Background: an optimization exercise with open tools, aiming at small area. Do not read the settings as production practice.
In this exercise RTL edits were held to simulation tests only and were not proved equivalent to the original.
Power is estimated from default activity; no workload was simulated.

File: run.sh
#!/bin/bash
# synth_recipe.tcl (not shown) runs the flow's synth.tcl, then flattens the netlist and writes it again
# the make line also repeats each setting of config.mk as NAME=value (left out here)
make -C /OpenROAD-flow-scripts/flow DESIGN_CONFIG=/design/flow/config.mk WORK_HOME=/design/flow/orfs CLKGATE_MAP_FILE= SYNTH_SCRIPT=/design/flow/synth_recipe.tcl finish
File: config.mk
export PLATFORM = sky130hd
export DESIGN_NAME = ECC_array
export DESIGN_NICKNAME = ECC_array
export VERILOG_FILES = /design/flow/design.v
export SDC_FILE = /design/flow/constraint.sdc
export NUM_CORES = 4
export LEC_CHECK = 0
export CAP_MARGIN = 20
export CORE_MARGIN = 2
export CORE_UTILIZATION = 40
export SLEW_MARGIN = 20
File: constraint.sdc
create_clock -name core_clock -period 3.2 [get_ports {clk}]
set_input_delay 0.6400 -clock core_clock [delete_from_list [all_inputs] [get_ports {clk}]]
set_output_delay 0.6400 -clock core_clock [all_outputs]
set_load 0.01 [all_outputs]
File: design.v
module ECC_MODULE(
input clk,
input [7:0] din,
input en,           
input acc_d,        
input acc_a,        
input clr_x,        
input sel_x,        
input sel_a,        
output [7:0] dout
);
reg [7:0] d, q, a2, a1, a0, x;
wire [7:0] f = {8{en}} & (d ^ q);
wire [7:0] g2, g1, g0;
assign g2[7] = f[6] ^ f[5] ^ f[4];
assign g2[6] = f[7] ^ f[5] ^ f[4] ^ f[3];
assign g2[5] = f[6] ^ f[4] ^ f[3] ^ f[2];
assign g2[4] = f[7] ^ f[5] ^ f[3] ^ f[2] ^ f[1];
assign g2[3] = f[5] ^ f[2] ^ f[1] ^ f[0];
assign g2[2] = f[6] ^ f[5] ^ f[1] ^ f[0];
assign g2[1] = f[7] ^ f[6] ^ f[0];
assign g2[0] = f[7] ^ f[6] ^ f[5];
assign g1[7] = f[6] ^ f[4] ^ f[3] ^ f[2];
assign g1[6] = f[7] ^ f[5] ^ f[3] ^ f[2] ^ f[1];
assign g1[5] = f[6] ^ f[4] ^ f[2] ^ f[1] ^ f[0];
assign g1[4] = f[7] ^ f[5] ^ f[3] ^ f[1] ^ f[0];
assign g1[3] = f[3] ^ f[0];
assign g1[2] = f[6] ^ f[4] ^ f[3];
assign g1[1] = f[6] ^ f[5] ^ f[4];
assign g1[0] = f[7] ^ f[5] ^ f[4] ^ f[3];
assign g0[7] = f[7] ^ f[6] ^ f[5] ^ f[1];
assign g0[6] = f[6] ^ f[5] ^ f[4] ^ f[0];
assign g0[5] = f[5] ^ f[4] ^ f[3];
assign g0[4] = f[4] ^ f[3] ^ f[2];
assign g0[3] = f[6] ^ f[5] ^ f[3] ^ f[2];
assign g0[2] = f[7] ^ f[6] ^ f[4] ^ f[2];
assign g0[1] = f[7] ^ f[3];
assign g0[0] = f[7] ^ f[6] ^ f[2];
always @(posedge clk) begin
    d  <= din;
    q  <= a2;
    a2 <= g2 ^ a1;
    a1 <= g1 ^ a0;
    a0 <= g0;
    x  <= {8{~clr_x}} & (x ^ ({8{acc_d}} & d) ^ ({8{acc_a}} & a2));
end
assign dout = ({8{en}} & d) | ({8{sel_x}} & x) | ({8{sel_a}} & a2);
endmodule
module ECC_array(
input clk,
input rst_n,
input [127:0] axis_ins_tdata,
input axis_ins_tvalid,
output axis_ins_tready,
output [127:0] axis_ous_tdata,
output axis_ous_valid,
input axis_ous_ready 
    );
assign axis_ins_tready = 1'b1;
reg v, t1, t2, t3, t4;
always @(posedge clk or negedge rst_n) begin
    if (!rst_n) begin
        v  <= 1'b0;
        t1 <= 1'b0;
        t2 <= 1'b0;
        t3 <= 1'b0;
        t4 <= 1'b0;
    end else begin
        v  <= axis_ins_tvalid;
        t1 <= v & ~axis_ins_tvalid;
        t2 <= t1;
        t3 <= t2;
        t4 <= t3;
    end
end
wire acc_d = axis_ins_tvalid & v;
wire clr_x = axis_ins_tvalid & ~v;
wire acc_a = ~v;
wire sel_a = t1 | t2 | t3;
assign axis_ous_valid = v | t1 | t2 | t3 | t4;
genvar l;
generate
for (l = 0; l < 16; l = l + 1) begin : lane
    ECC_MODULE u (
        .clk(clk),
        .din(axis_ins_tdata[8*l+7:8*l]),
        .en(v),
        .acc_d(acc_d),
        .acc_a(acc_a),
        .clr_x(clr_x),
        .sel_x(t4),
        .sel_a(sel_a),
        .dout(axis_ous_tdata[127-8*l:120-8*l])
    );
end
endgenerate
endmodule
==> qor.txt, run 1 <==
Status -> finished clean
HP Class -> in2async
Final setup vio count -> 0
Nets -> 3550
CTS Sinks -> 773
Vias/cell -> 4.82
Largest family of logic cells by synthesized area -> XOR/XNOR gates
Met3 routed WL -> 3700 µm
Ports -> 262
Clk root buf -> clkbuf_16
Clock Skew -> 0.0192 ns
Initial antenna violation count -> 2
Critical path arrival -> 2.47 ns
Top sig layer -> met5
Post-route cell area -> 0.0385 mm²
First-pass GRT wire length -> 114000 µm
Fill count -> 7304
Via Count -> 21900
FF-to-FF Start -> v
Crit. Startpoint -> t1
Period utilization -> 97.2%
PwrDens -> 1240 mW/mm²
Yosys cell types -> 30
Final Power -> 47.6 mW
Worst setup EP type -> output port
CP Class -> reg2out
Dominant cell type by area after synthesis -> dfxtp_1
Top cells by area, synth -> dfxtp_1 (48%), xnor2_1 (14%), xor2_1 (9.5%), nand2_1 (4.4%), a21oi_1 (4.0%)
Worst path slowest cell -> a222oi_1
Final slew viol count -> 0
Synth Area in Compound Gates -> 11.0%
Dominant synthesized flop cell -> dfxtp_1
Drt wl/cell -> 15.5 µm
Syn. warnings -> 2
Flop and latch count out of synthesis -> 773
Register-to-Register Path Depth -> 6
Drt total wl -> 70400 µm
DP Wirelength -> 45100 µm
Synth cell count leaders -> dfxtp_1 (768), xnor2_1 (495), nand2_1 (374), xor2_1 (345), a21oi_1 (256)
Post-synthesis xor/xnor area fraction -> 26.9%
Vias in the first global route -> 21100
Share of layout cells above drive strength 1 -> 8.37%
Max cap viols -> 0
CTS clk-pin slew, worst paths -> 0.06 ns
CP max FO -> 21
Routed wl met2 -> 31300 µm
Worst-margin pin slew -> 0.855 ns
Residual DRC -> 0
Rows -> 103
Syn_nets -> 3326
M1 WL -> 33600 µm
Register area share after synthesis -> 48.5%
Final Util -> 48.7%
Crit-path cells -> or3_4 > buf_12 > buf_16 > a222oi_1 > inv_1 > clkbuf_2
H-Tree Level Count -> 3
Worst slew margin -> 42.6%
Post-Synth Simple-Gate Area -> 9.97%
Worst skew pair latency -> 0.62 ns
Sequential cell area -> 0.0155 mm²
Initial DRC Count -> 1516
Max Clk Rate -> 0.321 GHz
1st-pass router iterations -> 8
TritonCTS clock tree -> built
RePlAce Congestion -> 0.790
Die Ht -> 287 µm
R2r setup slk -> 0.90 ns
Die X-Extent -> 287 µm
Hold_buf cts -> 0
Cell with the most instances after synthesis -> dfxtp_1
Required @ worst endpoint -> 2.56 ns
Synth top area share -> 48.1%
RR Endpoint -> lane[15].u.x[2]
Antenna-violating nets left -> 0
Placed Area -> 0.0357 mm²
Critical path startpoint category -> flip-flop
Cell Area, Synth -> 0.0319 mm²
Largest net degree at the start of global routing -> 123
Area share of fa/ha/maj cells after synthesis -> 0%
Synthesized area per cell -> 10.0 µm²
Leak pwr -> 15.9 nW
Final Hold Viols -> 0
Clk buf depth -> 3
Post-route minimum period -> 3.11 ns
Total CTS buffers -> 85
Ys async rst share -> 0.647%
CP max stage delay -> 0.49 ns
Port buffer count -> 259
Die Area -> 0.0821 mm²
GRT Util Overall -> 16.9%
P&R area growth vs syn -> 20.5%
RSZ-0062 raised after global routing -> yes
Mux contribution to synthesized area -> 0%
EDFF count, synth -> 0
Total grt overflow -> 0
Syn Inst Count -> 3194
Initial core utilization -> 40.4%
Maximum VDD drop -> 0.545 mV
Area occupied by multi-input gates -> 0.0153 mm²
Core ar. -> 0.0790 mm²
## worst max path at each step
stage | slack, ns | cells past startpoint | end
final | 0.09 | 6 | axis_ous_tdata[61]
after global routing | -0.07 | 6 | axis_ous_tdata[104]
after CTS | -0.07 | 6 | axis_ous_tdata[61]
after detailed placement | 0.30 | 5 | axis_ous_tdata[61]
after global placement | 0.32 | 5 | axis_ous_tdata[65]
after floorplan | 1.02 | 5 | axis_ous_tdata[11]
## logic make-up after synthesis
logic type	after synthesis
xor gates and xnor gates	906
DFF	773
and+or+nand+nor	707
AOI/OAI and AO/OA	512
buffers and inverters	295
other	1
## metal layers
metal | track usage [%] | up-vias
met5 | 0 | -
met4 | 5.12 | 4
met3 | 3.60 | 114
met2 | 26.5 | 480
met1 | 23.4 | 10300
li1 | - | 11000
## through the flow
stage / worst slack [ns] / hold slack, ns / setup TNS, ns / cells
after detailed placement: 0.296 / 0.369 / 0 / 4373
after global routing: -0.0712 / 0.226 / -0.218 / 4539
after floorplan: 1.02 / 0.344 / 0 / 3194
final: 0.0884 / 0.247 / 0 / 4540
after global placement: 0.320 / 0.359 / 0 / 4373
after CTS: -0.0676 / 0.203 / -0.0725 / 4540
## report_power, final
part / total [mW] / switching [mW] / leakage (nW) / internal, mW
Clock: 10.1 / 4.00 / 1.45 / 6.06
Combinational: 20.2 / 9.88 / 7.96 / 10.3
Sequential: 17.3 / 2.79 / 6.53 / 14.5
## state kept, by name, summed over array words and instances, names as in the netlist
register   cells
lane.u.a2    128
lane.u.x     128
lane.u.q     128
lane.u.a0    128
t4             1
t1             1
lane.u.a1    128
lane.u.d     128
t2             1
v              1
t3             1
## worst max-delay path: cells and delay by family (launching register included)
kind	cells	cell delay, ns
buffers and inverters	4	0.56
AO/OA/AOI/OAI	1	0.49
AND/OR/NAND/NOR	1	0.41
flip-flops	1	0.37
## placed cells by master (no fill, tap or decap), drive strengths merged
cell,n
a211oi,127
a21oi,256
a221o,1
a221oi,1
a222oi,127
and2,41
and3,127
buf,58
bufinv,5
clkbuf,162
clkdlybuf4s15,28
clkdlybuf4s50,129
clkinv,16
clkinvlp,4
conb,1
dfrtp,5
dfxtp,768
diode,1
dlygate4sd2,59
dlymetal6s2s,1
inv,128
nand2,378
nand2b,28
nor2,129
nor2b,2
or3,2
xnor2,495
xnor3,23
xor2,387
xor3,1
## cell type report
class                      instances  area share [%]
clock inverter                    26           0.881
timing repair buffer             305            7.57
tap                             1050            3.41
sequential                       773            40.3
antenna                            1         0.00650
inverter                         127            1.24
multi-input combinational       2126            39.8
clock buffer                     132            6.80
## timing repair
action	in CTS	in global routing
gates resized for setup	191	70
pin swaps	66	53
buffers inserted	7	0
gates cloned	2	0
setup endpoints to repair	129	89
==> inputs of run 2 (changes only) <==
==> design.v (replaced) <==
module ECC_MODULE(
input clk,
input [7:0] din,
input en,           
input sel_a,        
input sel_x,        
input acc,          
output [7:0] dout
);
reg [7:0] d, q, a2, a1, a0, x;
wire [7:0] f = {8{en}} & (d ^ q);
wire [7:0] g2, g1, g0;
wire s0 = f[4] ^ f[6];
wire s1 = f[3] ^ f[5];
wire s2 = f[7] ^ s1;
wire s3 = f[2] ^ s0;
wire s4 = f[6] ^ f[7];
wire s5 = f[0] ^ f[1];
wire s6 = f[5] ^ s0;
wire s7 = f[5] ^ s5;
wire s8 = f[1] ^ s2;
wire s9 = f[3] ^ s3;
wire s10 = f[4] ^ s2;
wire s11 = f[5] ^ s4;
wire s12 = f[2] ^ s8;
assign g2[7] = s6;
assign g2[6] = s10;
assign g2[5] = s9;
assign g2[4] = s12;
assign g2[3] = f[2] ^ s7;
assign g2[2] = f[6] ^ s7;
assign g2[1] = f[0] ^ s4;
assign g2[0] = s11;
assign g1[7] = s9;
assign g1[6] = s12;
assign g1[5] = s3 ^ s5;
assign g1[4] = s2 ^ s5;
assign g1[3] = f[0] ^ f[3];
assign g1[2] = f[3] ^ s0;
assign g1[1] = s6;
assign g1[0] = s10;
assign g0[7] = f[1] ^ s11;
assign g0[6] = f[0] ^ s6;
assign g0[5] = f[4] ^ s1;
assign g0[4] = f[2] ^ f[3] ^ f[4];
assign g0[3] = f[2] ^ f[6] ^ s1;
assign g0[2] = f[7] ^ s3;
assign g0[1] = f[3] ^ f[7];
assign g0[0] = f[2] ^ s4;
always @(posedge clk) begin
    d  <= din;
    q  <= a2;
    a2 <= g2 ^ a1;
    a1 <= g1 ^ a0;
    a0 <= g0;
    x  <= x ^ ({8{acc}} & dout);
end
assign dout = ({8{en}} & d) | ({8{sel_x}} & x) | ({8{sel_a}} & a2);
endmodule
module ECC_array(
input clk,
input rst_n,
input [127:0] axis_ins_tdata,
input axis_ins_tvalid,
output axis_ins_tready,
output [127:0] axis_ous_tdata,
output axis_ous_valid,
input axis_ous_ready 
    );
assign axis_ins_tready = 1'b1;
reg v, t1, t2, t3, t4, rs;
always @(posedge clk or negedge rst_n) begin
    if (!rst_n) begin
        v  <= 1'b0;
        t1 <= 1'b0;
        t2 <= 1'b0;
        t3 <= 1'b0;
        t4 <= 1'b0;
    end else begin
        v  <= axis_ins_tvalid;
        t1 <= v & ~axis_ins_tvalid;
        t2 <= t1;
        t3 <= t2;
        t4 <= t3;
    end
end
always @(posedge clk or negedge rst_n) begin
    if (!rst_n)
        rs <= 1'b1;
    else
        rs <= 1'b0;
end
wire acc = ~(v & ~axis_ins_tvalid);
wire sel_a = t1 | t2 | t3;
wire sel_x = t4 | rs;
assign axis_ous_valid = v | t1 | t2 | t3 | t4;
genvar l;
generate
for (l = 0; l < 16; l = l + 1) begin : lane
    ECC_MODULE u (
        .clk(clk),
        .din(axis_ins_tdata[8*l+7:8*l]),
        .en(v),
        .sel_a(sel_a),
        .sel_x(sel_x),
        .acc(acc),
        .dout(axis_ous_tdata[127-8*l:120-8*l])
    );
end
endgenerate
endmodule
==> run 2 against run 1 <==
  * Sequential share of layout area shrank 0.19 points
  * Synthesized cell count shrank 8.3%
  * Maximum frequency shrank 2.5%
  * Power grew 5.1%
  * Hold slack gained 0.039 ns
  * Critical endpoint is now axis_ous_tdata[110]
==> qor.txt, run 2 <==
Die Ht -> 282 µm (was 287 µm)
P&R area growth vs syn -> 25.6% (was 20.5%)
Commonest non-fill, non-tap cell in the layout -> dfxtp_1 (unchanged)
Post-route minimum period -> 3.19 ns (was 3.11 ns)
Dominant cell type by area after synthesis -> dfxtp_1 (unchanged)
Flop and latch count out of synthesis -> 774 (was 773)
Initial antenna violation count -> 3 (was 2)
RR Endpoint -> lane[8].u.x[0] (was lane[15].u.x[2])
Register area share after synthesis -> 50.3% (was 48.5%)
Final Power -> 50.0 mW (was 47.6 mW)
Hold_buf cts -> 0 (unchanged)
Share of layout cells above drive strength 1 -> 13.5% (was 8.37%)
Synthesized area per cell -> 10.5 µm² (was 10.0 µm²)
Final setup vio count -> 0 (unchanged)
Vias/cell -> 4.63 (was 4.82)
Family with the most delay on the worst path -> buffers and inverters (unchanged)
Worst path slowest cell -> or3_4 (was a222oi_1)
Die Area -> 0.0793 mm² (was 0.0821 mm²)
Top cells by area, synth -> dfxtp_1 (50%), xnor2_1 (16%), xor2_1 (6.5%), nand2_1 (5.7%), nor2b_1 (3.2%) (was dfxtp_1 (48%), xnor2_1 (14%), xor2_1 (9.5%), nand2_1 (4.4%), a21oi_1 (4.0%))
Required @ worst endpoint -> 2.56 ns (about the same)
Period utilization -> 99.7% (was 97.2%)
Final Hold Viols -> 0 (unchanged)
Core ar. -> 0.0761 mm² (was 0.0790 mm²)
Syn. warnings -> 2 (unchanged)
Total CTS buffers -> 83 (was 85)
Drt total wl -> 69000 µm (was 70400 µm)
Residual DRC -> 0 (unchanged)
Ys async rst share -> 0.775% (was 0.647%)
Total grt overflow -> 0 (unchanged)
Status -> finished clean (unchanged)
Maximum VDD drop -> 0.495 mV (was 0.545 mV)
Yosys cell types -> 33 (was 30)
Drt wl/cell -> 15.9 µm (was 15.5 µm)
Initial DRC Count -> 813 (was 1516)
FF-to-FF Start -> v (unchanged)
Via Count -> 20000 (was 21900)
Final slew viol count -> 0 (unchanged)
Nets -> 3356 (was 3550)
Dominant synthesized flop cell -> dfxtp_1 (unchanged)
Initial core utilization -> 40.5% (was 40.4%)
Ports -> 262 (unchanged)
Antenna-violating nets left -> 0 (unchanged)
GRT Util Overall -> 17.0% (was 16.9%)
Largest net degree at the start of global routing -> 107 (was 123)
EDFF count, synth -> 0 (unchanged)
CP max FO -> 16 (was 21)
RePlAce Congestion -> 0.798 (was 0.790)
Crit-path cells -> or3_4 > buf_16 > a22oi_2 > nand2_1 > clkdlybuf4s50_1 (was or3_4 > buf_12 > buf_16 > a222oi_1 > inv_1 > clkbuf_2)
Rows -> 101 (was 103)
Syn Inst Count -> 2930 (was 3194)
Setup_tns -> 0 ns (unchanged)
Synth top area share -> 49.9% (was 48.1%)
PwrDens -> 1290 mW/mm² (was 1240 mW/mm²)
Leak pwr -> 15.4 nW (was 15.9 nW)
Worst skew pair latency -> 0.63 ns (was 0.62 ns)
Clock Skew -> 0.0190 ns (was 0.0192 ns)
Die X-Extent -> 282 µm (was 287 µm)
Register-to-Register Path Depth -> 7 (was 6)
RSZ-0062 raised after global routing -> yes (unchanged)
Worst slew margin -> 42.1% (was 42.6%)
Worst Path Buf+Inv -> 2 (was 4)
First-pass GRT wire length -> 108000 µm (was 114000 µm)
CP Class -> reg2out (unchanged)
1st-pass router iterations -> 7 (was 8)
TritonCTS clock tree -> built (unchanged)
DP Wirelength -> 42500 µm (was 45100 µm)
CP max stage delay -> 0.50 ns (was 0.49 ns)
Max Clk Rate -> 0.313 GHz (was 0.321 GHz)
Cell Area, Synth -> 0.0308 mm² (was 0.0319 mm²)
Clk buf depth -> 3 (unchanged)
R2r setup slk -> 0.69 ns (was 0.90 ns)
CTS clk-pin slew, worst paths -> 0.06 ns (about the same)
Cell with the most instances after synthesis -> dfxtp_1 (unchanged)
Vias in the first global route -> 20500 (was 21100)
Most frequent cells in the layout -> dfxtp_1 (768), xnor2_1 (565), nand2_1 (464) (was dfxtp_1 (768), xnor2_1 (495), nand2_1 (374))
Syn_nets -> 3062 (was 3326)
Port buffer count -> 259 (unchanged)
Max cap viols -> 0 (unchanged)
CTS Sinks -> 774 (was 773)
Worst-margin pin slew -> 0.863 ns (was 0.855 ns)
Critical path arrival -> 2.55 ns (was 2.47 ns)
Synth cell count leaders -> dfxtp_1 (768), xnor2_1 (565), nand2_1 (471), xor2_1 (228), nor2b_1 (156) (was dfxtp_1 (768), xnor2_1 (495), nand2_1 (374), xor2_1 (345), a21oi_1 (256))
H-Tree Level Count -> 3 (unchanged)
Worst setup EP type -> output port (unchanged)
Critical path startpoint category -> flip-flop (unchanged)
Clk root buf -> clkbuf_16 (unchanged)
HP Class -> in2async (unchanged)
==> run 2: changes by cell type after synthesis, moves of 107 or more <==
| cell | change |
|---|---|
| a222oi_1 | -127 |
| a21oi_1 | -256 |
| xor2_1 | -117 |
| nor2_1 | -107 |
| a22oi_1 | +128 |
| and3_1 | -125 |
| o31ai_1 | +128 |
| nor2b_1 | +154 |
| inv_1 | -127 |
| o21ai_0 | +128 |
| a211oi_1 | -127 |
==> run 2: metal layers <==
metal  share of wire, %  vias up  track usage (%)
met5                  0        -                0
met4                2.0        0             5.14
met3                4.4       97             2.90
met2                 48      331             28.9
met1                 46     9563             22.2
li1                   -    10100                -
==> run 2: cells by family (layout without fill, tap and decap cells) <==
kind of cell	after synthesis	after routing	share of synthesized area [%]
multiplexers	11	11	0.357
AO/OA/AOI/OAI	384	384	8.31
other	2	7	0.0244
XOR/XNOR	883	883	28.1
AND/OR/NAND/NOR	750	750	11.2
buffers and inverters	126	488	1.58
flip-flops	774	774	50.3
==> run 2: how the worst max path moves through the flow <==
stage               startpoint             endpoint  slack (ns)  cells after the start
global placement            t2  axis_ous_tdata[126]        0.40                      5
floorplan                   rs    axis_ous_tdata[0]        0.92                      6
finish                      t1  axis_ous_tdata[110]       0.009                      5
detailed placement          t2   axis_ous_tdata[75]        0.37                      5
CTS                         t3   axis_ous_tdata[29]       -0.21                      5
global route                t1   axis_ous_tdata[89]       -0.09                      5
==> run 2: final cells by class <==
class                           instances  area [µm²]
Timing Repair Buffer                  334        3410
Inverter                                1        3.75
Tap cell                             1030        1290
Multi-Input combinational cell       2030       15500
Fill cell                            6887       37300
Antenna cell                            5        12.5
Clock inverter                         42         619
Sequential cell                       774       15500
Clock buffer                          111        2360
==> run 2: through the flow <==
step,utilization [%],instances,cell area (µm²),worst slack [ns],hold slack (ns)
2_1_floorplan,-,2930,30800,0.923,0.331
3_3_place_gp,45.6,4136,34700,0.397,0.336
3_5_place_dp,45.6,4136,34700,0.371,0.337
4_1_cts,50.3,4296,38200,-0.212,0.247
5_1_grt,50.9,4324,38700,-0.0867,0.277
6_report,50.9,4327,38700,0.00890,0.286
==> run 2: repair_timing <==
action,CTS,global route
setup endpoints to repair,129,61
pin swaps,58,39
resized for setup,212,77
hold endpoints to repair,0,0
setup buffers,3,24
cloned,4,3
==> run 2: power by group <==
part | internal [mW] | leakage [nW] | switching (mW)
Combinational | 12.0 | 7.45 | 11.1
Clock | 6.22 | 1.46 | 4.05
Sequential | 14.3 | 6.53 | 2.42

## port drivers added, routing unchanged
Ports are ideal in the flow. The routed layouts listed here were re-timed in OpenROAD. Step 1: set_driving_cell puts a clkbuf_16 on clk and a buf_2 on each other input, an assumption about the parent block. Step 2, shift: input delay + t, output delay - t, t = (earliest + latest rising clock arrival at the registers) / 2. This alone moves slack from input paths to output paths. Three values: ideal ports, drivers, drivers and shift; two values: the first two.
| run | shift t [ns] | setup slack, ns | worst data-port slew with drivers (ns) |
|---|---|---|---|
| run 1 | 0.675 | 0.088 / 0.029 / 0.704 | 0.15 |
| run 2 | 0.681 | 0.009 / -0.054 / 0.627 | 0.14 |
After both steps setup and hold are still met in every run listed.
